What follows belongs to an exercise in optimizing a design on an open flow for small area and a short achievable clock period; a production flow would make more cautious choices. Where RTL was checked, it was by simulation tests only, not by an equivalence proof against the original. No functional check of the RTL was part of runs 1 and 2. No activity file was given, so power comes from the tool's default toggle rates.

### flow/config.mk
export PLATFORM = sky130hd
export DESIGN_NAME = UART_TRANSMITTER
export DESIGN_NICKNAME = UART_TRANSMITTER
export VERILOG_FILES = /design/flow/design.v
export SDC_FILE = /design/flow/constraint.sdc
export NUM_CORES = 4
export LEC_CHECK = 0
export CAP_MARGIN = 20
export CORE_MARGIN = 2
export CORE_UTILIZATION = 60
export CTS_CLUSTER_DIAMETER = 100
export CTS_CLUSTER_SIZE = 30
export SETUP_SLACK_MARGIN = 3.2
export SLEW_MARGIN = 20
export SYNTH_HIERARCHICAL = 1
export SYNTH_MINIMUM_KEEP_SIZE = 0
### flow/constraint.sdc
create_clock -name core_clock -period 6.0 [get_ports {clock_i}]
set_input_delay 1.2000 -clock core_clock [delete_from_list [all_inputs] [get_ports {clock_i}]]
set_output_delay 1.2000 -clock core_clock [all_outputs]
set_load 0.01 [all_outputs]
### flow/design.v
module UART_TRANSMITTER (
	input clock_i, reset_n_i, data_write_i,
	input [7:0] data_i,
	input [5:0] data_buffer_full_thres_i,
	input [1:0] baudrate_select_i,
	output data_buffer_full_o,
	output uart_tx_o
);
reg [7:0] num;
reg w;
always @(*)
	case (baudrate_select_i)
		2'd0: w = num[4];
		2'd1: w = num[5];
		2'd2: w = num[6];
		default: w = num[7];
	endcase
always @(posedge clock_i)
	num <= reset_n_i ? (w ? 8'd0 : num + 8'd1) : 8'd0;
wire tick = reset_n_i & w;
localparam IDLE = 4'd3, START = 4'd8, PARITY = 4'd1, STOP = 4'd2;
reg [3:0] ph;
reg [5:0] cnt;
wire nonempty = cnt != 6'd0;
wire done = tick & (ph == STOP);
wire [5:0] match;
wire [1:0] miss;
genvar i;
generate
	for (i = 0; i < 6; i = i + 1) begin : cmp
		G_XNOR2 x (.a(cnt[i]), .b(data_buffer_full_thres_i[i]), .y(match[i]));
	end
endgenerate
G_NAND3 n0 (.a(match[0]), .b(match[1]), .c(match[2]), .y(miss[0]));
G_NAND3 n1 (.a(match[3]), .b(match[4]), .c(match[5]), .y(miss[1]));
G_NOR2 n2 (.a(miss[0]), .b(miss[1]), .y(data_buffer_full_o));
wire full = cnt == data_buffer_full_thres_i;
wire wr = data_write_i & ~full;
wire [5:0] cnt_up = done ? cnt : cnt + 6'd1;
wire [5:0] cnt_kp = done ? cnt - 6'd1 : cnt;
always @(posedge clock_i)
	cnt <= reset_n_i ? (wr ? cnt_up : cnt_kp) : 6'd0;
always @(posedge clock_i)
	if (!reset_n_i)
		ph <= IDLE;
	else if (tick & (ph != IDLE | nonempty))
		ph <= (ph == IDLE) ? START : ph + 4'd1;
reg [255:0] R;             
reg [4:0] sw, sr;          
reg cm;                    
reg hc;                    
reg [7:0] D1;              
reg v1;                    
wire [4:0] sw1 = sw + 5'd1;
wire [3:0] E = sw1[4:1];   
wire ins = (wr & ~sw[0]) | v1;
wire [7:0] nidata;
G_MUX2I8 dmux (.a(data_i), .b(D1), .s(v1), .y(nidata));
wire [7:0] idata = ~nidata;
wire hclr = (ph[3:2] == 2'd0) & (ph != IDLE) & ~hc & (sr == 5'd0);
wire clr = ~reset_n_i | hclr | (cm & (sr != 5'd0));
wire [7:0] tapa = ~R[255:248];    
wire [7:0] tapb = ~R[127:120];    
always @(posedge clock_i) begin
	D1 <= data_i;
	v1 <= wr & sw[0];
end
always @(posedge clock_i)
	if (!reset_n_i) begin
		sw <= 5'd1;
		sr <= 5'd1;
		cm <= 1'b1;
		hc <= 1'b0;
	end else begin
		sw <= wr ? sw : sw1;
		sr <= hclr ? sr : sr + 5'd1;
		cm <= cm & (sr != 5'd0);
		hc <= done ? 1'b0 : (hc | hclr);
	end
reg nb, par, txq;
wire [2:0] k = ph[2:0];    
always @(posedge clock_i)
	if (sr[3:0] == 4'd0)
		nb <= sr[4] ? tapb[k] : tapa[k];
always @(posedge clock_i)
	if (tick & ph[3])
		par <= (ph == START ? 1'b0 : par) ^ nb;
always @(posedge clock_i)
	if (!reset_n_i)
		txq <= 1'b1;
	else if (tick)
		txq <= (ph == IDLE) ? ~nonempty :
		       ph[3] ? nb :
		       (ph == 4'd0) ? par : 1'b1;
assign uart_tx_o = txq;
genvar m;
generate
	for (m = 0; m < 16; m = m + 1) begin : stage
		wire sel = ins & (E == m);
		if (m == 0) begin : tap
			always @(posedge clock_i)
				R[7:0] <= (tapa & {8{~clr}}) | ({8{sel & reset_n_i}} & idata);
		end else if (m % 2 == 1) begin : inv
			wire [7:0] d;
			RING_AOI g (.a(R[16*m-8 +: 8]), .d(idata), .s(sel), .y(d));
			always @(posedge clock_i)
				R[16*m +: 8] <= d;
		end else begin : noninv
			wire [7:0] d;
			RING_OAI g (.a(R[16*m-8 +: 8]), .nd(nidata), .ns(~sel), .y(d));
			always @(posedge clock_i)
				R[16*m +: 8] <= d;
		end
		always @(posedge clock_i)
			R[16*m+8 +: 8] <= R[16*m +: 8];
	end
endgenerate
endmodule
module RING_AOI (
	input [7:0] a, d,
	input s,
	output [7:0] y
);
assign y = ~(a | ({8{s}} & d));
endmodule
module RING_OAI (
	input [7:0] a, nd,
	input ns,
	output [7:0] y
);
assign y = ~(a & ({8{ns}} | nd));
endmodule
module G_XNOR2 (input a, b, output y);
assign y = ~(a ^ b);
endmodule
module G_NAND3 (input a, b, c, output y);
assign y = ~(a & b & c);
endmodule
module G_NOR2 (input a, b, output y);
assign y = ~(a | b);
endmodule
module G_MUX2I8 (input [7:0] a, b, input s, output [7:0] y);
assign y = ~(s ? b : a);
endmodule
### flow/flow/run.sh
#!/bin/bash
# The standard layout, with the ports buffered by plain buffers instead of
# ORFS's default choice (a delay cell that repair cannot resize out of its
# footprint). Everything else is the standard.sh unchanged.
set -euo pipefail
export BUFFER_PORTS_ARGS="-buffer_cell sky130_fd_sc_hd__buf_2"
bash standard.sh > standard.log 2>&1
### flow/standard.sh
#!/bin/bash
# synth_recipe.tcl (not shown) runs the flow's synth.tcl, then flattens the netlist and writes it again
# the make line also repeats each setting of config.mk as NAME=value (left out here)
make -C /OpenROAD-flow-scripts/flow DESIGN_CONFIG=/design/flow/config.mk WORK_HOME=/design/flow/orfs CLKGATE_MAP_FILE= SYNTH_SCRIPT=/design/flow/synth_recipe.tcl "${@:-finish}"
==> notes.md, run 1 <==
- CTS tree: done
- Worst VDD drop: 0.348 mV
- Detail Placement HPWL: 9990 um
- In this run the worst hold path is classified as reg2reg.
- Setup violations remaining at the end of the flow were counted as 0.
* Crit Path Category: in2out
* Area of the core region: 13,700 um2
- Hold timing on the final database bottoms out at a slack of 328 ps.
- The final layout contains routed wiring with a total length of 15,900 um.
* DRC: 0
- The Yosys step of the flow raised 7 warnings.
* Critical path's largest stage delay: 150 ps
* Synth Cell Area: 8360 um2
- The tree built by TritonCTS fans out to 298 sinks.
- The worst setup path is captured at a primary output.
- Power per Cell Area: 420 nW/um2
- Setup repair after global routing missed its margin: yes
* Wire length of the first global-routing pass: 25,000 um
- Sum of buffers and inverters on the critical path: 2
* Fraction of post-synthesis cell area in the top cell type by area: 70.9%
* Initial Utilization: 60.9%
- Min Clock Period, post-route: 2970 ps
- Die Height: 122 um
- Cell leakage power: 3.69 nW
- The number of nets in the synthesized netlist is 690.
- Via density: 5.47
- Maximum clock insertion buffer count: 3
- The synthesized netlist devotes 1.89% of its cell area to adder and majority cells.
* Post-synthesis share of cell area spent on xor and xnor gates: 3.34%
* Largest net degree at the start of global routing: 32
* Cell family contributing the most delay on the critical path: buffers and inverters
- Main flop type after synthesis: sky130_fd_sc_hd__dfxtp_1
* Final WS setup: 3030 ps
- Global routing usage summed across all routing layers: 22.0%
- Biggest area consumer among synthesized cells: sky130_fd_sc_hd__dfxtp_1
* Number of synthesized flops with an enable pin: 2
* Number of buffers created by CTS: 13
* X dimension of the die: 122 um
* Cell Rows: 43
- Number of hold buffers added after cts: 0
- Combinational family with the most area after synthesis: compound AO/OA/AOI/OAI gates
* Transition at the pin with the smallest max-transition slack: 948 ps
- Biggest area contributors in the synthesized netlist: sky130_fd_sc_hd__dfxtp_1 71%, sky130_fd_sc_hd__o21ai_0 3.9%, sky130_fd_sc_hd__a21oi_1 3.8%, sky130_fd_sc_hd__mux2i_1 2.2%, sky130_fd_sc_hd__xor2_1 1.7%
- First-pass detailed-route iteration total: 4
- The initial antenna violation count is 0.
* Sequential area share after synthesis: 71.6%
- Data required time at the worst endpoint: 4800 ps
- The synthesized netlist devotes 11.3% of its cell area to compound gates.
* Clock Pin Slew Worst Setup and Hold Paths: 100 ps
- The detailed router finished its first iteration with 292 violations.
- Maximum clock skew at final layout: 20.6 ps
- In this run the worst path has a maximum fanout of 2.
- Final number of hold-violating endpoints: 0
- Max-cap violations in this run came to 0.
- Power consumption: 3.88 mW
- Register bit total from synthesis: 298
- Cell with the most instances after synthesis: sky130_fd_sc_hd__dfxtp_1
- Number of global-route vias before repair: 4,675
- I/O pin total: 21
- Fill cells: 1,064
- Share of the cycle needed by the critical path after routing: 49.4%
- Of the cells placed in the final design, the portion with a size suffix greater than 1 is 13.8%.
* FFs w/ async S/R, synth: 0%
* Worst slew slack as a fraction of its limit: 36.7%
* Final ANT Viol Nets: 0
* Type of origin of the critical path: primary input
* Dpl ws: 2420 ps
* Highest Clock Rate: 337 MHz
- H-tree lvl count: 1
* Signed area change from the synthesized netlist to the final layout: 10.6%
- Synthesis produced 659 cells.
- Result of the run: finished clean
* Cell variety after synth: 48
- Sorting the synthesized cells by how often they occur yields 296 x sky130_fd_sc_hd__dfxtp_1, 65 x sky130_fd_sc_hd__o21ai_0, 63 x sky130_fd_sc_hd__a21oi_1.
* Total inserted antenna cells: 0
- Clock root buffer: sky130_fd_sc_hd__clkbuf_16
- Across all layers, the routed design uses 4,746 vias.
* Clock network latency to the later pin of the worst-skew pair: 480 ps
- The total overflow left after global routing is 0.
- Cells traversed along the worst timing path: buf_6 > xnor2_2 > nand3_1 > nor2_1 > buf_2
- In the final timing run, aggregate negative setup slack is 0 ps.
- Arrival time reported for the critical path endpoint: 1770 ps
* Wire length per cell after detailed routing: 18.3 um
- Floorplan die area: 14,900 um2
- Proportion of synthesized area in mux cells: 3.77%
* Number of I/O port buffers: 20
* Final slew viol count: 0
- Global placer's final weighted congestion: 0.843
- Of the total synthesized cell area, the portion taken by AND, OR, NAND and NOR gates is 5.70%.
* CP max stage cell: sky130_fd_sc_hd__xnor2_2
- A synthesized cell averages 12.7 um2.
* Nets@finish: 718
==> modules after synthesis, one instance, submodules excluded <==
| module | cell area (um2) | flip-flops and latches | copies in the design | cells |
|---|---|---|---|---|
| G_NAND3 | 5.00 | 0 | 2 | 1 |
| G_XNOR2 | 8.76 | 0 | 6 | 1 |
| UART_TRANSMITTER | 7480 | 298 | 1 | 513 |
| RING_AOI | 55.1 | 0 | 8 | 9 |
| G_MUX2I8 | 91.3 | 0 | 1 | 9 |
| RING_OAI | 40.0 | 0 | 7 | 8 |
| G_NOR2 | 3.75 | 0 | 1 | 1 |
==> where the power goes <==
group	switching, mW	internal (mW)	leakage (nW)
Sequential	0.151	2.43	2.47
Combinational	0.184	0.152	1.05
Clock	0.549	0.413	0.173
Total	0.884	3.00	3.69
==> cell families (layout without fill, tap and decap cells) <==
| family | Yosys count | in the layout |
|---|---|---|
| flops | 298 | 298 |
| compound gates | 165 | 165 |
| simple gates | 95 | 95 |
| buf+inv | 33 | 62 |
| xor+xnor | 31 | 31 |
| mux | 25 | 25 |
| fa+ha+maj | 12 | 12 |
==> per-stage QoR <==
stage                     instances  utilization (%)  area, um2
final                           868             67.4       9240
after global routing            868             67.4       9240
after CTS                       865             66.8       9160
after detailed placement        848             63.5       8710
after global placement          848             63.5       8710
after floorplan                 659                -       8480
==> registers in the layout (all words and copies together) (netlist names), 4 cells and up <==
signal  count
R         256
D1          8
num         8
cnt         6
sr          5
sw          5
ph          4
==> area by class of cell <==
cell class | instances | area (um2) | share of cell area [%]
sequential | 298 | 5990 | 64.8
tap | 180 | 225 | 2.44
multi-input combinational | 328 | 2400 | 26.0
inverter | 18 | 75.1 | 0.812
clock buffer | 15 | 343 | 3.71
clock inverter | 1 | 8.76 | 0.0948
timing repair buffer | 28 | 205 | 2.22
==> routing by layer <==
metal  GRT usage [%]  up-vias  part of all wire (%)
li1                -     2287                     -
met1            31.7     2331                    48
met2            35.4      106                    46
met3            3.23       22                   4.4
met4            5.32        0                   1.6
met5               0        -                     0
==> worst reg2reg max path, stage by stage (launching register included) <==
cell	delay, ps
sky130_fd_sc_hd__dfxtp_1	650
sky130_fd_sc_hd__xor2_4	140
sky130_fd_sc_hd__nor4_4	390
sky130_fd_sc_hd__a21boi_4	150
sky130_fd_sc_hd__inv_8	110
sky130_fd_sc_hd__ha_4	210
sky130_fd_sc_hd__a211oi_2	210
sky130_fd_sc_hd__o21a_1	180
sky130_fd_sc_hd__o2111ai_1	120
sky130_fd_sc_hd__mux2i_1	190
sky130_fd_sc_hd__mux2i_1	190
==> final timing paths <==
path | start | end | slack (ps) | cells after the start
worst min-delay path | R[39] | R[47] | 330 | 0
worst max register to register | cnt[1] | cnt[5] | 3420 | 10
worst max-delay path | data_buffer_full_thres_i[5] | data_buffer_full_o | 3030 | 5
worst min register to register | R[39] | R[47] | 330 | 0
==> placed cells by master (no fill, tap or decap), types with 5 or more instances in the layout <==
cell type,n
sky130_fd_sc_hd__dfxtp_1,296
sky130_fd_sc_hd__o21ai_0,64
sky130_fd_sc_hd__a21oi_1,62
sky130_fd_sc_hd__nor2_1,25
sky130_fd_sc_hd__nand2_1,21
sky130_fd_sc_hd__mux2i_1,18
sky130_fd_sc_hd__inv_1,17
sky130_fd_sc_hd__buf_2,14
sky130_fd_sc_hd__nand3_1,13
sky130_fd_sc_hd__clkbuf_16,13
sky130_fd_sc_hd__xor2_1,11
sky130_fd_sc_hd__a21oi_2,10
sky130_fd_sc_hd__o22ai_1,8
sky130_fd_sc_hd__xnor2_1,8
sky130_fd_sc_hd__ha_1,8
sky130_fd_sc_hd__buf_4,8
sky130_fd_sc_hd__xnor2_2,6
sky130_fd_sc_hd__nand2b_1,5
sky130_fd_sc_hd__mux4_2,5
==> repair_timing <==
action	CTS	global route
resized for setup	18	15
setup endpoints to repair	11	61
buffers inserted	1	3
pin swaps	9	7
==> run 2, diff against run 1 <==
--- a/flow/design.v
+++ b/flow/design.v
@@ -23,12 +23,14 @@
 reg [5:0] cnt;
 wire nonempty = cnt != 6'd0;
 wire done = tick & (ph == STOP);
-wire [5:0] match;
+wire [5:0] match, nthr;
 wire [1:0] miss;
 genvar i;
 generate
 	for (i = 0; i < 6; i = i + 1) begin : cmp
-		G_XNOR2 x (.a(cnt[i]), .b(data_buffer_full_thres_i[i]), .y(match[i]));
+		G_INV t (.a(data_buffer_full_thres_i[i]), .y(nthr[i]));
+		G_A22OI x (.a1(data_buffer_full_thres_i[i]), .a2(~cnt[i]),
+		           .b1(nthr[i]), .b2(cnt[i]), .y(match[i]));
 	end
 endgenerate
 G_NAND3 n0 (.a(match[0]), .b(match[1]), .c(match[2]), .y(miss[0]));
@@ -130,8 +132,11 @@
 );
 assign y = ~(a & ({8{ns}} | nd));
 endmodule
-module G_XNOR2 (input a, b, output y);
-assign y = ~(a ^ b);
+module G_INV (input a, output y);
+assign y = ~a;
+endmodule
+module G_A22OI (input a1, a2, b1, b2, output y);
+assign y = ~((a1 & a2) | (b1 & b2));
 endmodule
 module G_NAND3 (input a, b, c, output y);
 assign y = ~(a & b & c);
==> notes.md, run 2 <==
- Result of the run: finished clean
- I/O pin total: 21
* Setup violations, final: 0
* Proportion of power drawn by the clock network: 24.7%
* Floorplan die area: 15,100 um2
- Transition at the pin with the smallest max-transition slack: 993 ps
- Final number of hold-violating endpoints: 0
- Cell with the most instances after synthesis: sky130_fd_sc_hd__dfxtp_1
- Net switching is 23.0% of the power.
- Clock root buffer: sky130_fd_sc_hd__clkbuf_16
- For this run, the leading register cell type out of synthesis is sky130_fd_sc_hd__dfxtp_1.
- Across the run, the number of max-cap violations was 0.
- Worst slew slack as a fraction of its limit: 33.4%
* H-tree lvl count: 1
- Initial antenna violation count: 0
- In this run the mean area of a mapped cell was 12.6 um2.
* # clock sinks: 298
- The worst setup path is captured at a primary output.
- Type of the worst min-delay path: reg2reg
- Worst VDD drop: 0.319 mV
- STA classifies the critical path startpoint as a primary input.
- The share of the Yosys chip area taken by registers is 70.7%.
- Initial Utilization: 61.2%
* Global placer's final weighted congestion: 0.760
* Global routing usage summed across all routing layers: 22.2%
- Share of the cycle needed by the critical path after routing: 51.1%
- The largest registers in the layout are R: 256 flops, D1: 8 flops, num: 8 flops.
- Syn nets: 705
- Largest net degree at the start of global routing: 31
- Synth Cell Area: 8460 um2
- In this run the remaining antenna-violating nets after routing total 0.
- Peak fanout along the critical path: 3
- The first detailed-routing pass ran for 4 iterations.
* Setup repair after global routing missed its margin: yes
- After clock tree synthesis, the clock-pin slew on the worst setup and hold paths is 120 ps.
- Per report_power, the sequential group accounts for 66.7% of the total.
- FFs w/ async S/R, synth: 0%
- For this run, design rule violations remaining after detail routing come to 0.
- The first routing iteration left 302 violations.
- Post-synthesis instance total: 674
- Final slew viol count: 0
* X dimension of the die: 123 um
* Number of I/O port buffers: 20
* Number of synthesized flops with an enable pin: 2
* Wire length of the first global-routing pass: 25,400 um
* Commonest cells after routing, fill and taps aside: 293 x sky130_fd_sc_hd__dfxtp_1, 63 x sky130_fd_sc_hd__a21oi_1, 62 x sky130_fd_sc_hd__o21ai_0
* Total inserted antenna cells: 0
- Area taken by flip-flops and latches: 5990 um2
- The largest total area in the synthesized netlist belongs to sky130_fd_sc_hd__dfxtp_1.
* Clock network latency to the later pin of the worst-skew pair: 490 ps
- Counting flops and latches in the post-synthesis netlist gives 298.
- After detailed routing, the total wire length is 16,100 um.
- Signed area change from the synthesized netlist to the final layout: 9.37%
- Nets@finish: 731
* Die Height: 123 um
* Cell leakage power: 3.73 nW
* Most common cell after layout, fill and taps aside: sky130_fd_sc_hd__dfxtp_1
* Wire length per cell after detailed routing: 18.3 um
* Area of the core region: 13,800 um2
- Min Clock Period, post-route: 3070 ps
* Global-route congestion overflow total: 0
- Counting distinct cell types in the post-synthesis netlist gives 51.
- Power spent charging and discharging nets: 0.893 mW
- After synthesis, the most frequently instantiated cells are 296 x sky130_fd_sc_hd__dfxtp_1, 64 x sky130_fd_sc_hd__a21oi_1, 63 x sky130_fd_sc_hd__o21ai_0.
* Logic pwr share: 8.6%
- Biggest area contributors in the synthesized netlist: sky130_fd_sc_hd__dfxtp_1 70%, sky130_fd_sc_hd__a21oi_1 3.8%, sky130_fd_sc_hd__o21ai_0 3.7%, sky130_fd_sc_hd__mux2i_1 2.2%, sky130_fd_sc_hd__xor2_1 1.8%
- Detailed placement finished with a half-perimeter wire length of 10,300 um.
- Via density: 5.43
* Highest Clock Rate: 326 MHz
* Fraction of post-synthesis cell area in the top cell type by area: 70.0%
- Max FFs per register: 256
- The longest clock path from root to sink contains 3 buffers.
- Count of vias placed by the detailed router: 4,782
- TritonCTS built the clock tree.
* Fraction of final layout cells with drive strength greater than 1: 14.4%
* Warnings from Yosys: 7
- Internal power comes to 2.98 mW.
- Number of global-route vias before repair: 4,691
- Power per Cell Area: 419 nW/um2
- STA puts the critical path data required time at 4800 ps.
- In the final timing run, aggregate negative setup slack is 0 ps.
* Number of buffers created by CTS: 13
- Across the routed clock network, the largest skew measured is 30.1 ps.
- Cell Rows: 43
* Top register by number of flip-flops: R
- Power comes to 3.88 mW.
- Crit Path Category: in2out
* Fill cells: 1,056
- STA puts the critical path data arrival time at 1870 ps.
- Summing all multi-input logic gate instances after layout gives 2370 um2.
-- run 2: cell types whose count changed in the layout (fill, tap and decap cells not counted), moves of 2 or more --
cell / previous run / this run
sky130_fd_sc_hd__o21ai_0: 64 / 62
sky130_fd_sc_hd__inv_1: 17 / 25
sky130_fd_sc_hd__inv_2: 0 / 4
sky130_fd_sc_hd__xnor2_2: 6 / 0
sky130_fd_sc_hd__xor2_4: 3 / 1
sky130_fd_sc_hd__nand2_1: 21 / 24
sky130_fd_sc_hd__dfxtp_1: 296 / 293
sky130_fd_sc_hd__xor2_1: 11 / 13
sky130_fd_sc_hd__a22oi_2: 0 / 6
sky130_fd_sc_hd__dfxtp_2: 0 / 3
sky130_fd_sc_hd__nand4_1: 0 / 2
-- run 2: stage by stage --
stage	cell area (um2)	setup WS (ps)	hold WS [ps]	instances	util, %
floorplan	8570	2870	310	674	-
global placement	8790	2470	310	861	63.6
detailed placement	8790	2350	312	861	63.6
CTS	9190	3000	320	877	66.4
global route	9260	2900	336	881	66.9
finish	9260	2930	319	881	66.9
-- run 2: what timing repair did --
action | in CTS | in global routing
hold buffers | 0 | 0
setup buffers | 0 | 4
endpoints found under the setup margin | 11 | 31
gates resized for setup | 19 | 9
pin swaps | 9 | 8
-- run 2: worst max-delay path, cell delays in order --
cell and delay (ps):
sky130_fd_sc_hd__buf_4 120, sky130_fd_sc_hd__a22oi_2 170, sky130_fd_sc_hd__nand3_1 130, sky130_fd_sc_hd__nor2_2 110, sky130_fd_sc_hd__buf_2 130
-- run 2: power groups by stage --
stage	clock network (mW)	registers [mW]	logic [mW]
3_3_place_gp	0	2.62	0.304
3_5_place_dp	0	2.63	0.319
5_1_grt	1.05	2.63	0.375
6_report	0.957	2.59	0.334
4_1_cts	0.977	2.59	0.327
2_1_floorplan	0	2.57	0.248
-- run 2: final cells by class --
| cell class | count | area share [%] |
|---|---|---|
| Clock buffer | 15 | 3.60 |
| Clock inverter | 1 | 0.0946 |
| Inverter | 30 | 1.30 |
| Multi-Input combinational cell | 330 | 25.6 |
| Sequential cell | 298 | 64.7 |
| Tap cell | 180 | 2.43 |
| Timing Repair Buffer | 27 | 2.23 |
-- run 2: kinds of logic after synthesis --
group,after synthesis,synth area share (%)
adders and majority gates,12,1.86
DFF,298,70.7
xor gates and xnor gates,25,2.68
AOI/OAI and AO/OA,169,12.2
and+or+nand+nor,99,5.85
muxes,25,3.71
buffers and inverters,46,2.93
-- run 2: modules after synthesis (local to each module, per instance) --
module | flops+latches | cells inside | cell area, um2
G_NOR2 | 0 | 1 | 3.75
RING_AOI | 0 | 9 | 55.1
G_MUX2I8 | 0 | 9 | 91.3
G_A22OI | 0 | 1 | 12.5
G_NAND3 | 0 | 1 | 5.00
G_INV | 0 | 1 | 3.75
UART_TRANSMITTER | 298 | 522 | 7540
RING_OAI | 0 | 8 | 40.0
-- run 2: path summary, 6_finish.rpt --
path	slack, ps	cells past startpoint	from	to
min	320	0	R[246]	R[254]
max reg2reg	3360	8	cnt[3]	R[112]
max	2930	5	data_buffer_full_thres_i[5]	data_buffer_full_o
min reg2reg	320	0	R[246]	R[254]
-- run 2: metal layers --
layer	vias to the layer above	global-route usage, %	routed length [um]
li1	2339	-	-
met4	0	7.76	564
met3	34	2.56	554
met5	-	0	0
met2	90	33.6	6940
met1	2319	33.2	8090
==> run 3, diff against run 2 <==
--- a/flow/design.v
+++ b/flow/design.v
@@ -23,14 +23,16 @@
 reg [5:0] cnt;
 wire nonempty = cnt != 6'd0;
 wire done = tick & (ph == STOP);
-wire [5:0] match, nthr;
+wire [5:0] match, nthr, ncnt, x1, x2;
 wire [1:0] miss;
 genvar i;
 generate
 	for (i = 0; i < 6; i = i + 1) begin : cmp
 		G_INV t (.a(data_buffer_full_thres_i[i]), .y(nthr[i]));
-		G_A22OI x (.a1(data_buffer_full_thres_i[i]), .a2(~cnt[i]),
-		           .b1(nthr[i]), .b2(cnt[i]), .y(match[i]));
+		G_INV c (.a(cnt[i]), .y(ncnt[i]));
+		G_NAND2 p (.a(data_buffer_full_thres_i[i]), .b(cnt[i]), .y(x1[i]));
+		G_NAND2 q (.a(nthr[i]), .b(ncnt[i]), .y(x2[i]));
+		G_NAND2 m (.a(x1[i]), .b(x2[i]), .y(match[i]));
 	end
 endgenerate
 G_NAND3 n0 (.a(match[0]), .b(match[1]), .c(match[2]), .y(miss[0]));
@@ -135,8 +137,8 @@
 module G_INV (input a, output y);
 assign y = ~a;
 endmodule
-module G_A22OI (input a1, a2, b1, b2, output y);
-assign y = ~((a1 & a2) | (b1 & b2));
+module G_NAND2 (input a, b, output y);
+assign y = ~(a & b);
 endmodule
 module G_NAND3 (input a, b, c, output y);
 assign y = ~(a & b & c);
--- a/flow/config.mk
+++ b/flow/config.mk
@@ -9,7 +9,7 @@
 export CORE_MARGIN = 2
 export CORE_UTILIZATION = 60
 export CTS_CLUSTER_DIAMETER = 100
-export CTS_CLUSTER_SIZE = 30
+export CTS_CLUSTER_SIZE = 33
 export SETUP_SLACK_MARGIN = 3.2
 export SLEW_MARGIN = 20
 export SYNTH_HIERARCHICAL = 1
==> notes.md, run 3 <==
- After global routing the overflow that remains totals 0.
- Maximum clock insertion buffer count: 3
- Transition at the pin with the smallest max-transition slack: 1040 ps
* Initial Utilization: 61.2%
* Biggest area contributors in the synthesized netlist: sky130_fd_sc_hd__dfxtp_1 70%, sky130_fd_sc_hd__a21oi_1 3.8%, sky130_fd_sc_hd__o21ai_0 3.7%, sky130_fd_sc_hd__mux2i_1 2.2%, sky130_fd_sc_hd__nand2_1 1.8%
- Clock-pin slew was measured on the worst setup and hold paths at 110 ps.
* Total inserted antenna cells: 0
- For this run, the number of Yosys warnings is 7.
* Final number of hold-violating endpoints: 0
- From synthesis to final layout, the design area changed by 9.20%.
- Sequential area share after synthesis: 70.8%
* Power per Cell Area: 421 nW/um2
* Final WS setup: 3060 ps
- The die is 123 um tall.
- Number of max-capacitance violations reported: 0
- The floorplan step defined a die boundary enclosing 15,100 um2.
- Including well taps, the total number of placed cells is 873.
- The net count of the finished layout is 741.
- Setup violations, final: 0
- Synth Cell Area: 8460 um2
* Largest net degree at the start of global routing: 35
- Wire length reported by the detailed router: 15,800 um
* Leading registers by flop count: R: 256 flops, D1: 8 flops, num: 8 flops
- In this run the tool buffered the top-level ports with 20 buffer cells.
- At the end of routability-driven placement, the weighted congestion stood at 0.781.
* Min Clock Period, post-route: 2940 ps
* Number of global-route vias before repair: 4,642
* Fill cells: 1,035
* Final slew viol count: 0
- For this run, the number of standard cells in the final layout without fillers is 891.
- Crit Path Category: in2out
- For this run, the detailed router's first-pass iteration total came to 4.
- Via density: 5.41
* Starting DRT DRC Count: 400
- In the global route stage, overall resource usage came out at 21.6%.
- Along the worst hold path, the cell count comes to 0.
- Number of synthesized flops with an enable pin: 2
- The core region is 13,800 um2.
* Cell leakage power: 3.75 nW
- Row generation in the floorplan step produced 43 rows.
- The number of clock buffers added by TritonCTS is 13.
- A synthesized cell averages 12.3 um2.
* Share of the cycle needed by the critical path after routing: 48.9%
- Setup repair after global routing missed its margin: yes
* Max FFs per register: 256
- Result of the run: finished clean
- Main flop type after synthesis: sky130_fd_sc_hd__dfxtp_1
- The biggest area contributor in the post-synthesis netlist is sky130_fd_sc_hd__dfxtp_1.
* Wire length of the first global-routing pass: 24,900 um
- For the worst setup path, the data required time is 4800 ps.
- STA classifies the critical path startpoint as a primary input.
* Dpl ws: 2410 ps
* Commonest cells after routing, fill and taps aside: 296 x sky130_fd_sc_hd__dfxtp_1, 63 x sky130_fd_sc_hd__a21oi_1, 62 x sky130_fd_sc_hd__o21ai_0
* Maximum clock skew at final layout: 30.3 ps
* Count of vias placed by the detailed router: 4,822
- FFs w/ async S/R, synth: 0%
- Headroom to the max-slew limit came out at 30.5%.
- At the worst endpoint, the arrival time is 1740 ps.
* Type of the worst min-delay path: reg2reg
- Detail Placement HPWL: 10,100 um
- DRC: 0
- After detailed routing, the average wire length per cell comes to 17.8 um.
- The worst hold path terminates at R[168].
- For the final routed database, the setup TNS stands at 0 ps.
- In the synthesized netlist, the cells that appear most often are 296 x sky130_fd_sc_hd__dfxtp_1, 64 x sky130_fd_sc_hd__a21oi_1, 63 x sky130_fd_sc_hd__o21ai_0.
- Cell with the most instances after synthesis: sky130_fd_sc_hd__dfxtp_1
* Reg2reg end: R[69]
* Kind of end point of the critical path: primary output
* # clock sinks: 298
* Flop-to-flop setup slack: 3310 ps
- Counting flops and latches in the post-synthesis netlist gives 298.
- Leaving out fill and tap cells, the most frequent cell in the layout is sky130_fd_sc_hd__dfxtp_1.
* Hold wc startpoint: R[160]
- After technology mapping, the gate count stands at 686.
* Worst VDD drop: 0.348 mV
- H-tree lvl count: 1
- In the final layout, the share of cells above drive strength 1 is 12.1%.
- Yosys mapped the design onto 48 distinct sky130hd cell types.
* CTS tree: done
- Syn nets: 717
* X dimension of the die: 123 um
- Peak fanout along the critical path: 3
- The share of synthesized area in the top cell type comes to 70.1%.
- The worst register-to-register path begins at cnt[1].
- Clock root buffer: sky130_fd_sc_hd__clkbuf_16
* Clock network latency to the later pin of the worst-skew pair: 480 ps
- The detail route stage leaves a number of antenna-violating nets equal to 0.
- 21 I/O pins were placed.
* Top register by number of flip-flops: R
* Highest Clock Rate: 341 MHz
* Worst-case reg-to-reg path depth: 7
* Initial antenna violation count: 0
==> run 3: power by group <==
part / internal, mW / total (mW) / leakage (nW) / switching [mW]
combinational: 0.141 / 0.320 / 1.10 / 0.179
clock: 0.412 / 0.990 / 0.179 / 0.578
sequential: 2.43 / 2.58 / 2.47 / 0.148
total: 2.99 / 3.89 / 3.75 / 0.905
==> run 3: how the worst max path moves through the flow <==
stage | start | end | slack (ps) | cells past startpoint
floorplan | data_buffer_full_thres_i[2] | cnt[5] | 2870 | 11
global placement | data_buffer_full_thres_i[2] | cnt[5] | 2480 | 11
detailed placement | data_buffer_full_thres_i[1] | cnt[5] | 2410 | 11
CTS | data_buffer_full_thres_i[0] | data_buffer_full_o | 3070 | 7
global route | data_buffer_full_thres_i[5] | data_buffer_full_o | 3020 | 7
finish | data_buffer_full_thres_i[5] | data_buffer_full_o | 3060 | 7
==> run 3: stage by stage <==
| step | area [um2] | power [mW] | hold WS [ps] | util [%] |
|---|---|---|---|---|
| after floorplan | 8560 | 2.81 | 310 | - |
| after global placement | 8780 | 2.91 | 310 | 63.5 |
| after detailed placement | 8780 | 2.94 | 312 | 63.5 |
| after CTS | 9200 | 3.92 | 322 | 66.5 |
| after global routing | 9240 | 4.07 | 323 | 66.8 |
| final | 9240 | 3.89 | 314 | 66.8 |
==> run 3: kinds of logic after synthesis <==
group / Yosys count / synth area share (%)
compound gates: 163 / 11.4
xor+xnor: 25 / 2.68
fa+ha+maj: 12 / 1.86
buf+inv: 46 / 2.93
flops: 298 / 70.8
mux: 25 / 3.71
simple gates: 117 / 6.69
==> run 3: final cells by class <==
class                   count  area (um2)  area share (%)
clock inverters             2        41.3           0.447
flip-flops and latches    298        5990            64.8
multi-input cells         342        2350            25.4
repair buffers             25         186            2.02
well taps                 180         225            2.44
inverters                  30         120            1.30
clock buffers              14         329            3.56
==> run 3: repair_timing <==
action / 4_1_cts / 5_1_grt
gates resized for setup: 16 / 7
endpoints found under the setup margin: 5 / 15
pin swaps: 7 / 6
buffers inserted: 0 / 1
hold buffers: 0 / 0
==> run 3: modules after synthesis (local to each module, per instance) <==
module,flops+latches,copies in the design,cells inside
G_INV,0,12,1
G_MUX2I8,0,1,9
G_NAND2,0,18,1
G_NAND3,0,2,1
G_NOR2,0,1,1
RING_AOI,0,8,9
RING_OAI,0,7,8
UART_TRANSMITTER,298,1,516
==> run 3: metal layers <==
layer,vias up,GRT usage [%],part of all wire [%]
met5,-,0,0
met1,2330,32.3,49
li1,2364,-,-
met2,99,33.3,43
met3,29,2.79,5.3
met4,0,5.39,2.4
==> run 3: worst max-delay path: stages <==
cell	delay [ps]
sky130_fd_sc_hd__buf_8	100
sky130_fd_sc_hd__inv_2	30
sky130_fd_sc_hd__nand2_1	40
sky130_fd_sc_hd__nand2_1	70
sky130_fd_sc_hd__nand3_1	70
sky130_fd_sc_hd__nor2_1	90
sky130_fd_sc_hd__buf_2	130
==> run 4, diff against run 3 <==
--- a/flow/config.mk
+++ b/flow/config.mk
@@ -9,7 +9,9 @@
 export CORE_MARGIN = 2
 export CORE_UTILIZATION = 60
 export CTS_CLUSTER_DIAMETER = 100
-export CTS_CLUSTER_SIZE = 33
+export CTS_CLUSTER_SIZE = 30
+export GPL_ROUTABILITY_DRIVEN = 0
+export GPL_TIMING_DRIVEN = 0
 export SETUP_SLACK_MARGIN = 3.2
 export SLEW_MARGIN = 20
 export SYNTH_HIERARCHICAL = 1
==> notes.md, run 4 <==
- The flow ran to the end and the layout has no timing, DRC or antenna violations.
- Fraction of final layout cells with drive strength greater than 1: 14.6%
* H-tree lvl count: 1
* Initial antenna violation count: 0
* Die Height: 123 um
- Warnings from Yosys: 7
- Post-synthesis instance total: 686
- The tightest hold path in the finished design has a slack of 327 ps.
* Proportion of power drawn by the clock network: 25.0%
* Fraction of post-synthesis cell area in the top cell type by area: 70.1%
* Cell variety after synth: 48
* Highest Clock Rate: 339 MHz
- Counting flops and latches in the post-synthesis netlist gives 298.
- Global routing usage summed across all routing layers: 21.8%
* Number of hold buffers added after cts: 0
- Area of the core region: 13,800 um2
- Via density: 5.37
- Between clock sinks in the finished design, the worst skew comes to 16.6 ps.
* Logic pwr share: 8.8%
- Total inserted antenna cells: 0
- Transition at the pin with the smallest max-transition slack: 758 ps
- Global-route congestion overflow total: 0
- The register with the most flip-flops in the layout has 256 of them.
* Kind of end point of the critical path: primary output
- Leaving out fill and tap cells, the most frequent cell in the layout is sky130_fd_sc_hd__dfxtp_1.
- Initial Utilization: 61.2%
* Wire length of the first global-routing pass: 24,800 um
* Maximum clock insertion buffer count: 3
* DRC: 0
- CTS saw 298 sinks.
- Wires add up to 16,000 um.
- Number of synthesized flops with an enable pin: 2
- CP max stage cell: sky130_fd_sc_hd__buf_2
* Clock Pin Slew Worst Setup and Hold Paths: 110 ps
* Cell Rows: 43
- I/O pin total: 21
- Final ANT Viol Nets: 0
- Peak fanout along the critical path: 3
* Cell family contributing the most delay on the critical path: simple AND/OR/NAND/NOR gates
- The floorplan step defined a die boundary enclosing 15,100 um2.
* Top cells by instance count after synthesis: 296 x sky130_fd_sc_hd__dfxtp_1, 64 x sky130_fd_sc_hd__a21oi_1, 63 x sky130_fd_sc_hd__o21ai_0
- Clock network latency to the later pin of the worst-skew pair: 480 ps
- The number of global-route vias before repair came to 4,564.
- CTS placed an instance of sky130_fd_sc_hd__clkbuf_16 at the clock tree root.
* Top register by number of flip-flops: R
- VDD sags by at most 0.359 mV.
* Worst-case reg-to-reg path depth: 11
- The final number of hold-violating endpoints is 0.
- Setup violations, final: 0
* Sequential fraction of design power: 66.3%
- Crit Path Category: in2out
- Number of buffers created by CTS: 13
* Worst setup startpoint: data_buffer_full_thres_i[5]
* Setup TNS: 0 ps
* Startpoint of the worst register-to-register path: cnt[2]
- The critical path ends at data_buffer_full_o.
- Setup repair after global routing missed its margin: yes
- Arrival time reported for the critical path endpoint: 1750 ps
* Detail Placement HPWL: 10,100 um
* First-pass detailed-route iteration total: 5
- Nets@finish: 761
* Crit path depth: 7
* FFs w/ async S/R, synth: 0%
* Signed area change from the synthesized netlist to the final layout: 11.2%
* Synth Cell Area: 8460 um2
* Commonest cells after routing, fill and taps aside: 296 x sky130_fd_sc_hd__dfxtp_1, 63 x sky130_fd_sc_hd__a21oi_1, 62 x sky130_fd_sc_hd__o21ai_0
* Number of I/O port buffers: 20
- Across the run, the number of max-cap violations was 0.
* Switching power share of the total: 22.8%
* Power spent charging and discharging nets: 0.888 mW
* Main flop type after synthesis: sky130_fd_sc_hd__dfxtp_1
- Internal power contribution: 3.00 mW
* Sequential area share after synthesis: 70.8%
- The floorplan step set the die width to 123 um.
- sky130_fd_sc_hd__dfxtp_1 takes more of the synthesized area than any other cell.
- Flop-to-flop setup slack: 3390 ps
- Worst slew slack as a fraction of its limit: 48.0%
- Cells traversed along the worst timing path: buf_6 > inv_2 > nand2_1 > nand2_2 > nand3_2 > nor2_1 > buf_2
- Data on the critical path is required at its endpoint by 4800 ps.
- In the finished design, the share of the clock period the worst path needs comes to 49.2%.
* Leading registers by flop count: R: 256 flops, D1: 8 flops, num: 8 flops
- Sum of buffers and inverters on the critical path: 3
- Power per Cell Area: 413 nW/um2
- Synthesized area divided by synthesized cell count: 12.3 um2
* CTS tree: done
* Largest net degree at the start of global routing: 32
* Critical path's largest stage delay: 130 ps
- Count of vias placed by the detailed router: 4,896
* Final slew viol count: 0
* Syn nets: 717
* Min Clock Period, post-route: 2950 ps
- Ranked by total cell area, the synthesized netlist is headed by sky130_fd_sc_hd__dfxtp_1 70%, sky130_fd_sc_hd__a21oi_1 3.8%, sky130_fd_sc_hd__o21ai_0 3.7%, sky130_fd_sc_hd__mux2i_1 2.2%, sky130_fd_sc_hd__nand2_1 1.8%.
* Type of the worst min-delay path: reg2reg
* Type of origin of the critical path: primary input
* Reg2reg end: cnt[5]
- Cell leakage power: 3.83 nW
- For this block, the initial DRC count from the detailed router was 268.
* Cell with the most instances after synthesis: sky130_fd_sc_hd__dfxtp_1
* Wire length per cell after detailed routing: 17.5 um
-- run 4: modules after synthesis (local to each module, per instance) --
module | flip-flops and latches | times used | cells | cell area [um2]
G_NAND3 | 0 | 2 | 1 | 5.00
RING_OAI | 0 | 7 | 8 | 40.0
G_INV | 0 | 12 | 1 | 3.75
G_NAND2 | 0 | 18 | 1 | 3.75
UART_TRANSMITTER | 298 | 1 | 516 | 7520
RING_AOI | 0 | 8 | 9 | 55.1
G_NOR2 | 0 | 1 | 1 | 3.75
G_MUX2I8 | 0 | 1 | 9 | 91.3
-- run 4: metal layers --
layer / share of wire [%] / GRT usage [%] / vias up
li1: - / - / 2393
met1: 48 / 32.2 / 2383
met2: 46 / 33.5 / 90
met3: 4.0 / 2.93 / 30
met4: 2.2 / 6.61 / 0
met5: 0 / 0 / -
-- run 4: timing repair --
action | CTS | global route
pin swaps | 9 | 10
endpoints found under the setup margin | 5 | 42
setup buffers | 2 | 7
gates resized for setup | 16 | 17
-- run 4: logic make-up (layout without fill, tap and decap cells) --
group	after synthesis	count (layout)	share of synthesized area, %
AO/OA/AOI/OAI	163	163	11.4
XOR/XNOR	25	25	2.68
adder cells (fa/ha/maj)	12	12	1.86
buffers and inverters	46	92	2.93
flip-flops	298	298	70.8
multiplexers	25	25	3.71
AND/OR/NAND/NOR	117	117	6.69
-- run 4: worst min path at each step --
stage	from	endpoint	depth (start not counted)
after global placement	R[165]	R[173]	0
after global routing	R[102]	R[110]	0
after floorplan	R[96]	R[104]	0
final	R[114]	R[122]	0
after detailed placement	R[118]	R[126]	0
after CTS	R[82]	R[90]	0
-- run 4: layout make-up --
type	count	area (um2)
Buffer	16	135
Clock buffer	16	347
Clock inverter	1	8.76
Fill cell	1029	4430
Inverter	30	125
Multi-Input combinational cell	342	2360
Sequential cell	298	5990
Tap cell	180	225
Timing Repair Buffer	29	213
-- run 4: worst reg2reg max path, stage by stage, from the launching register on --
cell and delay, ps:
sky130_fd_sc_hd__dfxtp_1 590, sky130_fd_sc_hd__xor2_4 130, sky130_fd_sc_hd__nor4_4 350, sky130_fd_sc_hd__a21boi_2 130, sky130_fd_sc_hd__buf_6 150, sky130_fd_sc_hd__inv_8 70, sky130_fd_sc_hd__ha_4 200, sky130_fd_sc_hd__a211oi_2 220
sky130_fd_sc_hd__o21a_1 190, sky130_fd_sc_hd__o2111ai_1 110, sky130_fd_sc_hd__mux2i_1 200, sky130_fd_sc_hd__mux2i_1 200
-- run 4: power by group through the flow --
stage	registers, mW	clock network [mW]	logic, mW
after floorplan	2.57	0	0.244
after detailed placement	2.62	0	0.324
after CTS	2.58	0.990	0.334
after global placement	2.61	0	0.311
after global routing	2.62	1.06	0.385
final	2.57	0.970	0.342
-- run 4: per-stage QoR --
| stage | total power, mW | cells | setup WS [ps] | utilization [%] | instance area, um2 |
|---|---|---|---|---|---|
| after global routing | 4.07 | 912 | 3000 | 68.0 | 9400 |
| after detailed placement | 2.94 | 886 | 2460 | 64.3 | 8880 |
| final | 3.89 | 912 | 3050 | 68.0 | 9400 |
| after CTS | 3.90 | 905 | 3050 | 67.2 | 9290 |
| after floorplan | 2.81 | 686 | 2870 | - | 8560 |
| after global placement | 2.92 | 886 | 2500 | 64.3 | 8880 |
==> run 5, diff against run 4 <==
--- a/flow/config.mk
+++ b/flow/config.mk
@@ -5,13 +5,12 @@
 export SDC_FILE = /design/flow/constraint.sdc
 export NUM_CORES = 4
 export LEC_CHECK = 0
+export ABC_AREA = 1
 export CAP_MARGIN = 20
 export CORE_MARGIN = 2
 export CORE_UTILIZATION = 60
 export CTS_CLUSTER_DIAMETER = 100
 export CTS_CLUSTER_SIZE = 30
-export GPL_ROUTABILITY_DRIVEN = 0
-export GPL_TIMING_DRIVEN = 0
 export SETUP_SLACK_MARGIN = 3.2
 export SLEW_MARGIN = 20
 export SYNTH_HIERARCHICAL = 1
==> notes.md, run 5 <==
- Ranked by total cell area, the synthesized netlist is headed by sky130_fd_sc_hd__dfxtp_1 68%, sky130_fd_sc_hd__a21oi_1 4.8%, sky130_fd_sc_hd__nand2_1 4.7%, sky130_fd_sc_hd__o21ai_0 4.2%, sky130_fd_sc_hd__inv_1 3.5%.
- Of the total power, combinational logic draws 9.8%.
- Worst VDD drop: 0.313 mV
* Signed area change from the synthesized netlist to the final layout: 7.01%
- The routed design has 15,400 um of wire.
- For this run the aggregate overflow at the end of global routing stands at 0.
* Detail Placement HPWL: 10,400 um
- In this run the static leakage power is 4.05 nW.
- The clock passes through at most 3 buffers.
- The root buffer cell chosen for the clock tree is sky130_fd_sc_hd__clkbuf_16.
- Synthesized area divided by synthesized cell count: 10.6 um2
- The final number of hold-violating endpoints is 0.
- Cell Rows: 43
* Post-place instance area: 8850 um2
* Cell variety after synth: 39
- Yosys mapped a number of flops with a built-in enable equal to 2.
- Derived from the worst setup path, the maximum achievable clock frequency is 341 MHz.
- Initial Utilization: 61.9%
- For this run, the number of Yosys warnings is 7.
- Via density: 5.15
- Summing all flip-flop and latch instances after layout gives 5990 um2.
- Arrival time reported for the critical path endpoint: 1740 ps
- Peak fanout along the critical path: 4
- Result of the run: finished clean
- Power spread over the standard cell area amounts to 438 nW/um2.
* Global routing usage summed across all routing layers: 21.0%
- Leading registers by flop count: R: 256 flops, D1: 8 flops, num: 8 flops
- The number of nets in the synthesized netlist is 846.
- Fill cells: 1,126
* X dimension of the die: 124 um
- The worst setup path is of the in2out kind.
- Initial antenna violation count: 0
* Clock Pin Slew Worst Setup and Hold Paths: 110 ps
* Setup TNS: 0 ps
* Total inserted antenna cells: 0
- The number of clock buffers added by TritonCTS is 13.
* CTS tree: done
- On the final layout, the worst clock skew is 13.9 ps.
* Floorplan die area: 15,400 um2
* Share of the cycle needed by the critical path after routing: 48.9%
- Type of origin of the critical path: primary input
* Register bit total from synthesis: 298
- Switching power share of the total: 23.8%
- The number of global-route vias before repair is 4,999.
- Largest net degree at the start of global routing: 32
- By count the netlist is led by 296 x sky130_fd_sc_hd__dfxtp_1, 108 x sky130_fd_sc_hd__nand2_1, 83 x sky130_fd_sc_hd__a21oi_1.
- Kind of end point of the critical path: primary output
* Biggest area consumer among synthesized cells: sky130_fd_sc_hd__dfxtp_1
- During placement, the flow inserted port buffers numbering 20.
* Area of the core region: 14,000 um2
- Number of hold buffers added after cts: 0
* Min Clock Period, post-route: 2940 ps
- The share of the Yosys chip area taken by registers is 69.1%.
* Clock network latency to the later pin of the worst-skew pair: 480 ps
- Die Height: 124 um
- Global placer's final weighted congestion: 0.823
- After the last flow step, the layout net total stands at 868.
- Of the cells placed in the final design, the portion with a size suffix greater than 1 is 11.1%.
- Setup repair after global routing missed its margin: yes
- # clock sinks: 298
- Summing all non-filler instances in the final layout gives an area of 9260 um2.
- Area of combinational cells with multiple inputs: 2210 um2
* I/O pin total: 21
- Number of max-capacitance violations reported: 0
- Summed over all nets, the switching power comes to 0.965 mW.
* Wire length per cell after detailed routing: 15.1 um
- The internal power of the cells totals 3.09 mW.
- Setup violations, final: 0
- After synthesis, the share of flip-flops with an asynchronous set or reset is 0%.
* Post-synthesis instance total: 815
* Starting DRT DRC Count: 250
- Commonest cells after routing, fill and taps aside: 296 x sky130_fd_sc_hd__dfxtp_1, 104 x sky130_fd_sc_hd__nand2_1, 83 x sky130_fd_sc_hd__a21oi_1
- Top register by number of flip-flops: R
- The library cell used most frequently in the layout, excluding fill and tap cells, is sky130_fd_sc_hd__dfxtp_1.
- Cell with the most instances after synthesis: sky130_fd_sc_hd__dfxtp_1
- The synthesized design devotes to its leading area cell type 68.4% of total area.
- Data required time at the worst endpoint: 4800 ps
* Worst slew slack as a fraction of its limit: 41.0%
* H-tree lvl count: 1
* Synth Cell Area: 8660 um2
- The share of total power dissipated in sequential elements is 66.6%.
- Final ANT Viol Nets: 0
- The register with the most flip-flops in the layout has 256 of them.
* First-pass detailed-route iteration total: 4
- Among all flip-flop cells after synthesis, the most frequent one is sky130_fd_sc_hd__dfxtp_1.
* Proportion of power drawn by the clock network: 23.6%
- The final max-slew violation count came to 0.
- For this run, design rule violations remaining after detail routing come to 0.
- At the pin with the least slew margin, the transition time is 882 ps.
- In this run the worst hold path is classified as reg2reg.
* Count of vias placed by the detailed router: 5,235
* Wire length of the first global-routing pass: 25,000 um
## run 5: through the flow
stage	hold slack, ps	power [mW]	cells	util [%]	setup WS [ps]
after global routing	333	4.26	1017	66.2	3010
after detailed placement	312	3.13	1002	63.3	2670
after floorplan	310	2.98	815	-	3210
after CTS	327	4.09	1017	66.0	3070
after global placement	310	3.10	1002	63.3	2750
final	326	4.06	1017	66.2	3060
## run 5: modules after synthesis, one instance, submodules excluded
module	cell area, um2	cells inside
G_INV	3.75	1
G_MUX2I8	173	42
G_NAND2	3.75	1
G_NAND3	5.00	1
G_NOR2	3.75	1
RING_AOI	55.1	9
RING_OAI	40.0	8
UART_TRANSMITTER	7640	612
## run 5: path summary, 6_finish.rpt
kind / slack [ps] / start / cells past startpoint / to
worst max register to register: 3680 / cnt[1] / 15 / cnt[5]
worst min register to register: 330 / R[103] / 0 / R[111]
worst max-delay path: 3060 / data_buffer_full_thres_i[3] / 7 / data_buffer_full_o
worst min-delay path: 330 / R[103] / 0 / R[111]
## run 5: power groups by stage
stage / registers [mW] / clock network (mW) / logic (mW)
2_1_floorplan: 2.68 / 0 / 0.296
3_3_place_gp: 2.73 / 0 / 0.374
3_5_place_dp: 2.74 / 0 / 0.387
4_1_cts: 2.71 / 0.989 / 0.394
5_1_grt: 2.76 / 1.05 / 0.458
6_report: 2.70 / 0.959 / 0.396
## run 5: layout make-up
class	instances	share of cell area (%)
Sequential cell	298	64.6
Multi-Input combinational cell	410	23.8
Inverter	94	3.89
Clock buffer	15	3.70
Tap cell	180	2.43
Timing Repair Buffer	20	1.53
## run 5: cells by family after synthesis
logic type	share of synthesized area, %
compound gates	11.6
xor+xnor	1.29
fa+ha+maj	1.82
buf+inv	5.64
flops	69.1
simple gates	10.6
## run 5: routing by layer
layer	vias to the layer above	routed length, um	track usage, %
li1	2646	-	-
met1	2485	7750	30.7
met2	86	6860	33.6
met3	18	564	2.98
met4	0	225	3.65
met5	-	0	0
## run 5: repair_timing
action | CTS | global route
resized for setup | 12 | 7
pin swaps | 8 | 5
endpoints found under the setup margin | 2 | 7
buffers inserted | 0 | 0
## run 5: worst max-delay path: stages
cell	delay, ps
sky130_fd_sc_hd__buf_6	100
sky130_fd_sc_hd__inv_2	50
sky130_fd_sc_hd__nand2_2	40
sky130_fd_sc_hd__nand2_2	60
sky130_fd_sc_hd__nand3_2	70
sky130_fd_sc_hd__nor2_1	90
sky130_fd_sc_hd__buf_2	130
==> run 6, diff against run 5 <==
--- a/flow/config.mk
+++ b/flow/config.mk
@@ -5,13 +5,12 @@
 export SDC_FILE = /design/flow/constraint.sdc
 export NUM_CORES = 4
 export LEC_CHECK = 0
-export ABC_AREA = 1
-export CAP_MARGIN = 20
+export CAP_MARGIN = 5
 export CORE_MARGIN = 2
 export CORE_UTILIZATION = 60
 export CTS_CLUSTER_DIAMETER = 100
 export CTS_CLUSTER_SIZE = 30
 export SETUP_SLACK_MARGIN = 3.2
-export SLEW_MARGIN = 20
+export SLEW_MARGIN = 5
 export SYNTH_HIERARCHICAL = 1
 export SYNTH_MINIMUM_KEEP_SIZE = 0
==> notes.md, run 6 <==
* Switching power share of the total: 22.6%
* Global placer's final weighted congestion: 0.781
* Via density: 5.37
- Sequential fraction of design power: 67.0%
* Internal power contribution: 2.98 mW
* Biggest area contributors in the synthesized netlist: sky130_fd_sc_hd__dfxtp_1 70%, sky130_fd_sc_hd__a21oi_1 3.8%, sky130_fd_sc_hd__o21ai_0 3.7%, sky130_fd_sc_hd__mux2i_1 2.2%, sky130_fd_sc_hd__nand2_1 1.8%
- Global routing used 21.7% of the available tracks.
- Top register by number of flip-flops: R
- In this run the worst hold path is classified as reg2reg.
* Clock root buffer: sky130_fd_sc_hd__clkbuf_16
- Clock Pin Slew Worst Setup and Hold Paths: 110 ps
- Combinational cells account for 8.3% of the total power.
- Measured along the y axis, the die boundary spans 123 um.
- Leaving out fill and tap cells, the most frequent cells in the layout are 296 x sky130_fd_sc_hd__dfxtp_1, 63 x sky130_fd_sc_hd__a21oi_1, 62 x sky130_fd_sc_hd__o21ai_0.
- Result of the run: finished clean
* Signed area change from the synthesized netlist to the final layout: 8.86%
* Nets@finish: 741
* Global-route congestion overflow total: 0
* Warnings from Yosys: 7
- Counting the buffers created by CTS gives 13.
- Maximum clock skew at final layout: 21.2 ps
- Power spent charging and discharging nets: 0.870 mW
* Post-synthesis instance total: 686
- Critical path's largest stage delay: 130 ps
- DRC: 0
* Biggest area consumer among synthesized cells: sky130_fd_sc_hd__dfxtp_1
* Cell leakage power: 3.74 nW
- Hold repair after CTS inserted 0 buffers.
* Cell family contributing the most delay on the critical path: simple AND/OR/NAND/NOR gates
- Area of the core region: 13,800 um2
- Cell Rows: 43
- In the post-route analysis, the smallest setup slack over all paths is 3060 ps.
- Proportion of power drawn by the clock network: 24.7%
* Number of synthesized flops with an enable pin: 2
- CTS tree: done
* Syn nets: 717
- The worst setup path is captured at a primary output.
- Once detail routing completed, the nets flagged for antenna violations numbered 0.
- The first global-routing pass estimated 25,000 um of wire.
* X dimension of the die: 123 um
- Among the stages of the critical path, the cell type that occurs most often is sky130_fd_sc_hd__nand2_1.
- Most common cell after layout, fill and taps aside: sky130_fd_sc_hd__dfxtp_1
- Summed over all layers, the routed wires come to 15,800 um.
- Crit Path Category: in2out
- Detailed routing inserted a total of 4,783 vias.
* Detail Placement HPWL: 10,100 um
- The share of the Yosys chip area taken by registers is 70.8%.
- In this run, distinct cell masters in the synthesized netlist total 48.
- Clock tree synthesis found a total of 298 sinks.
- Across the run, the number of max-cap violations was 0.
- Based on the critical path, the design can be clocked at up to 340 MHz.
- Final slew viol count: 0
* First-pass detailed-route iteration total: 4
- The most common cell in the synthesized netlist is sky130_fd_sc_hd__dfxtp_1.
- Setup violations, final: 0
- Peak fanout along the critical path: 3
- Initial antenna violation count: 0
* Initial Utilization: 61.2%
- Main flop type after synthesis: sky130_fd_sc_hd__dfxtp_1
- Starting DRT DRC Count: 356
- OpenSTA, run right after detailed placement, puts the worst setup slack at 2410 ps.
* Number of I/O port buffers: 20
- Synth Cell Area: 8460 um2
- Setup repair after global routing could not meet its margin everywhere.
- Worst slew slack as a fraction of its limit: 33.0%
- Counting instances in the post-synthesis netlist gives the leading cell types as 296 x sky130_fd_sc_hd__dfxtp_1, 64 x sky130_fd_sc_hd__a21oi_1, 63 x sky130_fd_sc_hd__o21ai_0.
* Worst hold-check slack: 323 ps
- 0 antenna diodes ended up in the layout.
* Transition at the pin with the smallest max-transition slack: 1000 ps
- Power per Cell Area: 418 nW/um2
* Register bit total from synthesis: 298
* Leading registers by flop count: R: 256 flops, D1: 8 flops, num: 8 flops
- The number of global-route vias before repair came to 4,676.
- For this design, the slowest cell found on the critical path is sky130_fd_sc_hd__buf_2.
* I/O pin total: 21
* Data required time at the worst endpoint: 4800 ps
- Min Clock Period, post-route: 2940 ps
- Cells traversed along the worst timing path: buf_8 > inv_2 > nand2_1 > nand2_1 > nand3_1 > nor2_1 > buf_2
- The final number of hold-violating endpoints is 0.
- A synthesized cell averages 12.3 um2.
- Largest net degree at the start of global routing: 32
* Wire length per cell after detailed routing: 17.8 um
* Fraction of final layout cells with drive strength greater than 1: 12.1%
- Type of origin of the critical path: primary input
- The later pin in the worst-skew pair is clocked with a latency of 480 ps.
- Setup TNS: 0 ps
* FFs w/ async S/R, synth: 0%
- Arrival time reported for the critical path endpoint: 1740 ps
- Share of the cycle needed by the critical path after routing: 49.0%
* Max FFs per register: 256
* Floorplan die area: 15,100 um2
- H-tree lvl count: 1
- No sink is reached through more buffers than the 3 on the longest clock path.
- Sum of buffers and inverters on the critical path: 3
- The synthesized design devotes to its leading area cell type 70.1% of total area.
- Across the VDD grid, the largest voltage drop is 0.344 mV.
-- run 6: path summary, 6_finish.rpt --
| check | from | endpoint | slack (ps) | depth (start not counted) |
|---|---|---|---|---|
| min | R[242] | R[250] | 320 | 0 |
| max reg2reg | cnt[1] | cnt[5] | 3440 | 10 |
| max | data_buffer_full_thres_i[5] | data_buffer_full_o | 3060 | 7 |
| min reg2reg | R[242] | R[250] | 320 | 0 |
-- run 6: modules after synthesis (local to each module, per instance) --
module / cells / flip-flops and latches
G_NOR2: 1 / 0
G_NAND2: 1 / 0
G_INV: 1 / 0
G_MUX2I8: 9 / 0
RING_AOI: 9 / 0
UART_TRANSMITTER: 516 / 298
G_NAND3: 1 / 0
RING_OAI: 8 / 0
-- run 6: through the flow --
stage	cells	cell area (um2)	utilization [%]	power, mW
after global placement	873	8780	63.5	2.91
after CTS	888	9180	66.4	3.89
final	890	9210	66.6	3.85
after global routing	890	9210	66.6	4.04
after floorplan	686	8560	-	2.81
after detailed placement	873	8780	63.5	2.94
-- run 6: timing repair --
item | 4_1_cts | 5_1_grt
endpoints found under the setup margin | 6 | 19
cloned | 0 | 0
pin swaps | 7 | 7
resized for setup | 17 | 7
buffers inserted | 0 | 2
-- run 6: area by class of cell --
type,instances,area [um2]
multi-input cells,342,2350
flip-flops and latches,298,5990
inverters,30,120
clock buffers,15,343
fillers,1044,4620
repair buffers,25,183
well taps,180,225
-- run 6: power by group through the flow --
stage	Sequential (mW)	Clock (mW)	Combinational (mW)
3_5_place_dp	2.63	0	0.311
5_1_grt	2.63	1.05	0.364
6_report	2.58	0.953	0.320
2_1_floorplan	2.57	0	0.244
4_1_cts	2.59	0.981	0.320
3_3_place_gp	2.61	0	0.299
-- run 6: per-layer routing --
metal	vias up	GRT usage, %	wire [um]
met5	-	0	0
met4	0	4.96	381
met3	21	2.79	698
met2	85	33.7	6900
met1	2327	32.4	7840
li1	2350	-	-
-- run 6: logic make-up after synthesis --
kind of cell	share of synthesized area, %
buffers and inverters	2.93
multiplexers	3.71
flip-flops	70.8
AO/OA/AOI/OAI	11.4
XOR/XNOR	2.68
AND/OR/NAND/NOR	6.69
adder cells (fa/ha/maj)	1.86
==> run 7, diff against run 6 <==
==> flow/config.mk (replaced) <==
export PLATFORM = sky130hd
export DESIGN_NAME = UART_TRANSMITTER
export DESIGN_NICKNAME = UART_TRANSMITTER
export VERILOG_FILES = /design/flow/design.v
export SDC_FILE = /design/flow/constraint.sdc
export NUM_CORES = 4
export LEC_CHECK = 0
export CAP_MARGIN = 20
export CORE_MARGIN = 2
export CORE_UTILIZATION = 60
export CTS_CLUSTER_DIAMETER = 100
export CTS_CLUSTER_SIZE = 30
export SETUP_SLACK_MARGIN = 2.9
export SLEW_MARGIN = 20
export SYNTH_HIERARCHICAL = 1
export SYNTH_MINIMUM_KEEP_SIZE = 0
==> notes.md, run 7 <==
- For the pin with the worst max-slew slack, the measured transition is 1070 ps.
- Clock network latency to the later pin of the worst-skew pair: 480 ps
* Kind of end point of the critical path: primary output
- Along the worst hold path, the cell count comes to 0.
* Maximum clock insertion buffer count: 3
* Setup TNS: 0 ps
- Headroom to the max-slew limit came out at 28.3%.
* Total inserted antenna cells: 0
- Cell with the most instances after synthesis: sky130_fd_sc_hd__dfxtp_1
- Nets@finish: 739
- Top register by number of flip-flops: R
- Syn nets: 717
- After technology mapping, the gate count stands at 686.
* Floorplan die area: 15,100 um2
* Die Height: 123 um
- Wire length reported by the detailed router: 16,100 um
* Number of global-route vias before repair: 4,661
- Commonest cells after routing, fill and taps aside: 296 x sky130_fd_sc_hd__dfxtp_1, 64 x sky130_fd_sc_hd__a21oi_1, 62 x sky130_fd_sc_hd__o21ai_0
- Biggest area contributors in the synthesized netlist: sky130_fd_sc_hd__dfxtp_1 70%, sky130_fd_sc_hd__a21oi_1 3.8%, sky130_fd_sc_hd__o21ai_0 3.7%, sky130_fd_sc_hd__mux2i_1 2.2%, sky130_fd_sc_hd__nand2_1 1.8%
- Crit Path Category: in2out
* Starting DRT DRC Count: 296
- X dimension of the die: 123 um
- Global-route congestion overflow total: 0
- Initial Utilization: 61.2%
- Across all layers, the routed design uses 4,763 vias.
* Number of buffers created by CTS: 13
- Number of synthesized flops with an enable pin: 2
* Via density: 5.36
- After filler insertion, the fill cell instance count of the layout stands at 1,020.
- The final number of hold-violating endpoints came to 0.
* Power consumption: 3.86 mW
* Number of I/O port buffers: 20
- Register bit total from synthesis: 298
- Biggest area consumer among synthesized cells: sky130_fd_sc_hd__dfxtp_1
- Power per Cell Area: 423 nW/um2
- Final slew viol count: 0
- Number of max-capacitance violations reported: 0
* Cell family contributing the most delay on the critical path: simple AND/OR/NAND/NOR gates
- # clock sinks: 298
- The number of gates resized after CTS was 1.
* Clock Pin Slew Worst Setup and Hold Paths: 110 ps
- Proportion of power drawn by the clock network: 25.0%
- The initial antenna violation count is 0.
* Most common cell after layout, fill and taps aside: sky130_fd_sc_hd__dfxtp_1
- Across every metal layer, demand over resource in global routing totals 22.0%.
* Share of the cycle needed by the critical path after routing: 50.2%
- CP max stage cell: sky130_fd_sc_hd__buf_2
- Once placement finished, the instance area stood at 8760 um2.
* Wire length per cell after detailed routing: 18.1 um
* Internal power contribution: 2.98 mW
- For the worst setup path, the data required time is 4800 ps.
- Startpoint of the worst register-to-register path: sw[2]
* Cells traversed along the worst timing path: buf_2 > inv_1 > nand2_1 > nand2_1 > nand3_1 > nor2_1 > buf_2
* I/O pin total: 21
* CTS tree: done
- Largest net degree at the start of global routing: 32
- CTS built an H-tree with a depth of 1.
- Setup repair after global routing missed its margin: no
- The worst setup path is launched from a primary input.
* End point of the most critical hold path: R[121]
- Warnings from Yosys: 7
- FFs w/ async S/R, synth: 0%
* Maximum clock skew at final layout: 21.7 ps
* Fraction of final layout cells with drive strength greater than 1: 10.0%
- Setup violations, final: 0
- Max FFs per register: 256
* Sum of buffers and inverters on the critical path: 3
- Worst hold-check slack: 317 ps
- Final ANT Viol Nets: 0
- Post-CTS Setup Inserts: 0
- In this run the core area contains 43 standard-cell rows.
* Synthesized area divided by synthesized cell count: 12.3 um2
- Worst-case reg-to-reg path depth: 5
- Fraction of post-synthesis cell area in the top cell type by area: 70.1%
- Result of the run: finished clean
- Counting instances in the post-synthesis netlist gives the leading cell types as 296 x sky130_fd_sc_hd__dfxtp_1, 64 x sky130_fd_sc_hd__a21oi_1, 63 x sky130_fd_sc_hd__o21ai_0.
- The cell area that synthesis handed to floorplanning was 8460 um2.
- Compared with the post-synthesis result, the final layout area differs by 7.74%.
- The share of total power dissipated in sequential elements is 66.9%.
- VDD sags by at most 0.339 mV.
* Hold wc startpoint: R[113]
- For this run, the register share of the synthesized area comes to 70.8%.
* Logic pwr share: 8.1%
* Detail Placement HPWL: 10,300 um
- In this run the clock root is driven by a sky130_fd_sc_hd__clkbuf_16.
- The largest single stage delay on the critical path is 130 ps.
- Buffers inserted to repair hold after CTS numbered 0.
* First-pass detailed-route iteration total: 5
* DRC: 0
- Derived from the worst setup path, the maximum achievable clock frequency is 332 MHz.
- Power spent charging and discharging nets: 0.880 mW
- Wire length of the first global-routing pass: 25,100 um
* Peak fanout along the critical path: 3
- Arrival time reported for the critical path endpoint: 1810 ps
- Cell leakage power: 3.72 nW
- The worst path in the final design needs a cycle of 3010 ps, including I/O delays and setup.
* Global placer's final weighted congestion: 0.770
- Leading registers by flop count: R: 256 flops, D1: 8 flops, num: 8 flops
- Area of the core region: 13,800 um2
- In this run the worst hold path is classified as reg2reg.
- Net switching is 22.8% of the power.
* Final standard cell area without fillers: 9110 um2
- Reg2reg end: R[149]
* Cell variety after synth: 48
- For this run, the leading register cell type out of synthesis is sky130_fd_sc_hd__dfxtp_1.
* Flop-to-flop setup slack: 3320 ps
[run 7: how the worst max path moves through the flow]
stage | from | end | slack, ps | cells past startpoint
after global placement | data_buffer_full_thres_i[4] | cnt[5] | 2450 | 11
final | data_buffer_full_thres_i[3] | data_buffer_full_o | 2990 | 7
after floorplan | data_buffer_full_thres_i[2] | cnt[5] | 2870 | 11
after detailed placement | data_buffer_full_thres_i[4] | cnt[5] | 2390 | 11
after global routing | data_buffer_full_thres_i[3] | data_buffer_full_o | 2930 | 7
after CTS | data_buffer_full_thres_i[3] | data_buffer_full_o | 2990 | 7
[run 7: per-layer routing]
metal / wire, um / up-vias / global-route usage, %
li1: - / 2348 / -
met1: 7490 / 2335 / 29.6
met2: 7880 / 67 / 38.6
met3: 530 / 13 / 2.74
met4: 170 / 0 / 3.74
met5: 0 / - / 0
[run 7: worst register-to-register path, stage by stage, from the launching register on]
cell and delay (ps):
sky130_fd_sc_hd__dfxtp_1 490, sky130_fd_sc_hd__nand3_1 210, sky130_fd_sc_hd__xor2_1 500, sky130_fd_sc_hd__o211ai_1 270, sky130_fd_sc_hd__nor2_1 870, sky130_fd_sc_hd__a21oi_1 170
[run 7: area by class of cell]
cell class	count	area (um2)	area share, %
flip-flops and latches	298	5990	65.7
multi-input cells	342	2320	25.4
clock buffers	15	343	3.76
well taps	180	225	2.47
repair buffers	23	123	1.35
inverters	30	120	1.32
[run 7: kinds of logic after synthesis]
logic type	Yosys count	synth area share (%)
and+or+nand+nor	117	6.69
muxes	25	3.71
xor gates and xnor gates	25	2.68
buffers and inverters	46	2.93
AOI/OAI and AO/OA	163	11.4
DFF	298	70.8
adders and majority gates	12	1.86
[run 7: power groups by stage]
stage | sequential, mW | combinational [mW] | clock [mW]
after global routing | 2.62 | 0.354 | 1.05
after global placement | 2.61 | 0.293 | 0
final | 2.58 | 0.313 | 0.966
after CTS | 2.58 | 0.315 | 0.983
after floorplan | 2.56 | 0.240 | 0
after detailed placement | 2.63 | 0.311 | 0
[run 7: through the flow]
| step | utilization (%) | instances | setup WS, ps |
|---|---|---|---|
| after floorplan | - | 686 | 2870 |
| after global placement | 63.4 | 873 | 2450 |
| after detailed placement | 63.4 | 873 | 2390 |
| after CTS | 65.9 | 888 | 2990 |
| after global routing | 65.9 | 888 | 2930 |
| final | 65.9 | 888 | 2990 |
[run 7: modules after synthesis (local to each module, per instance), excerpt]
module	cells	area, um2
UART_TRANSMITTER	516	7520
G_NAND3	1	5.00
G_NAND2	1	3.75
G_MUX2I8	9	91.3
G_INV	1	3.75
G_NOR2	1	3.75
RING_OAI	8	40.0

Check on run 7: ideal ports give 2.990 ns setup slack; a clkbuf_16 on the clock port and buf_2 on the inputs give 2.970 ns; moving port delays by the midpoint clock arrival (0.504 ns) as well gives 2.617 ns.
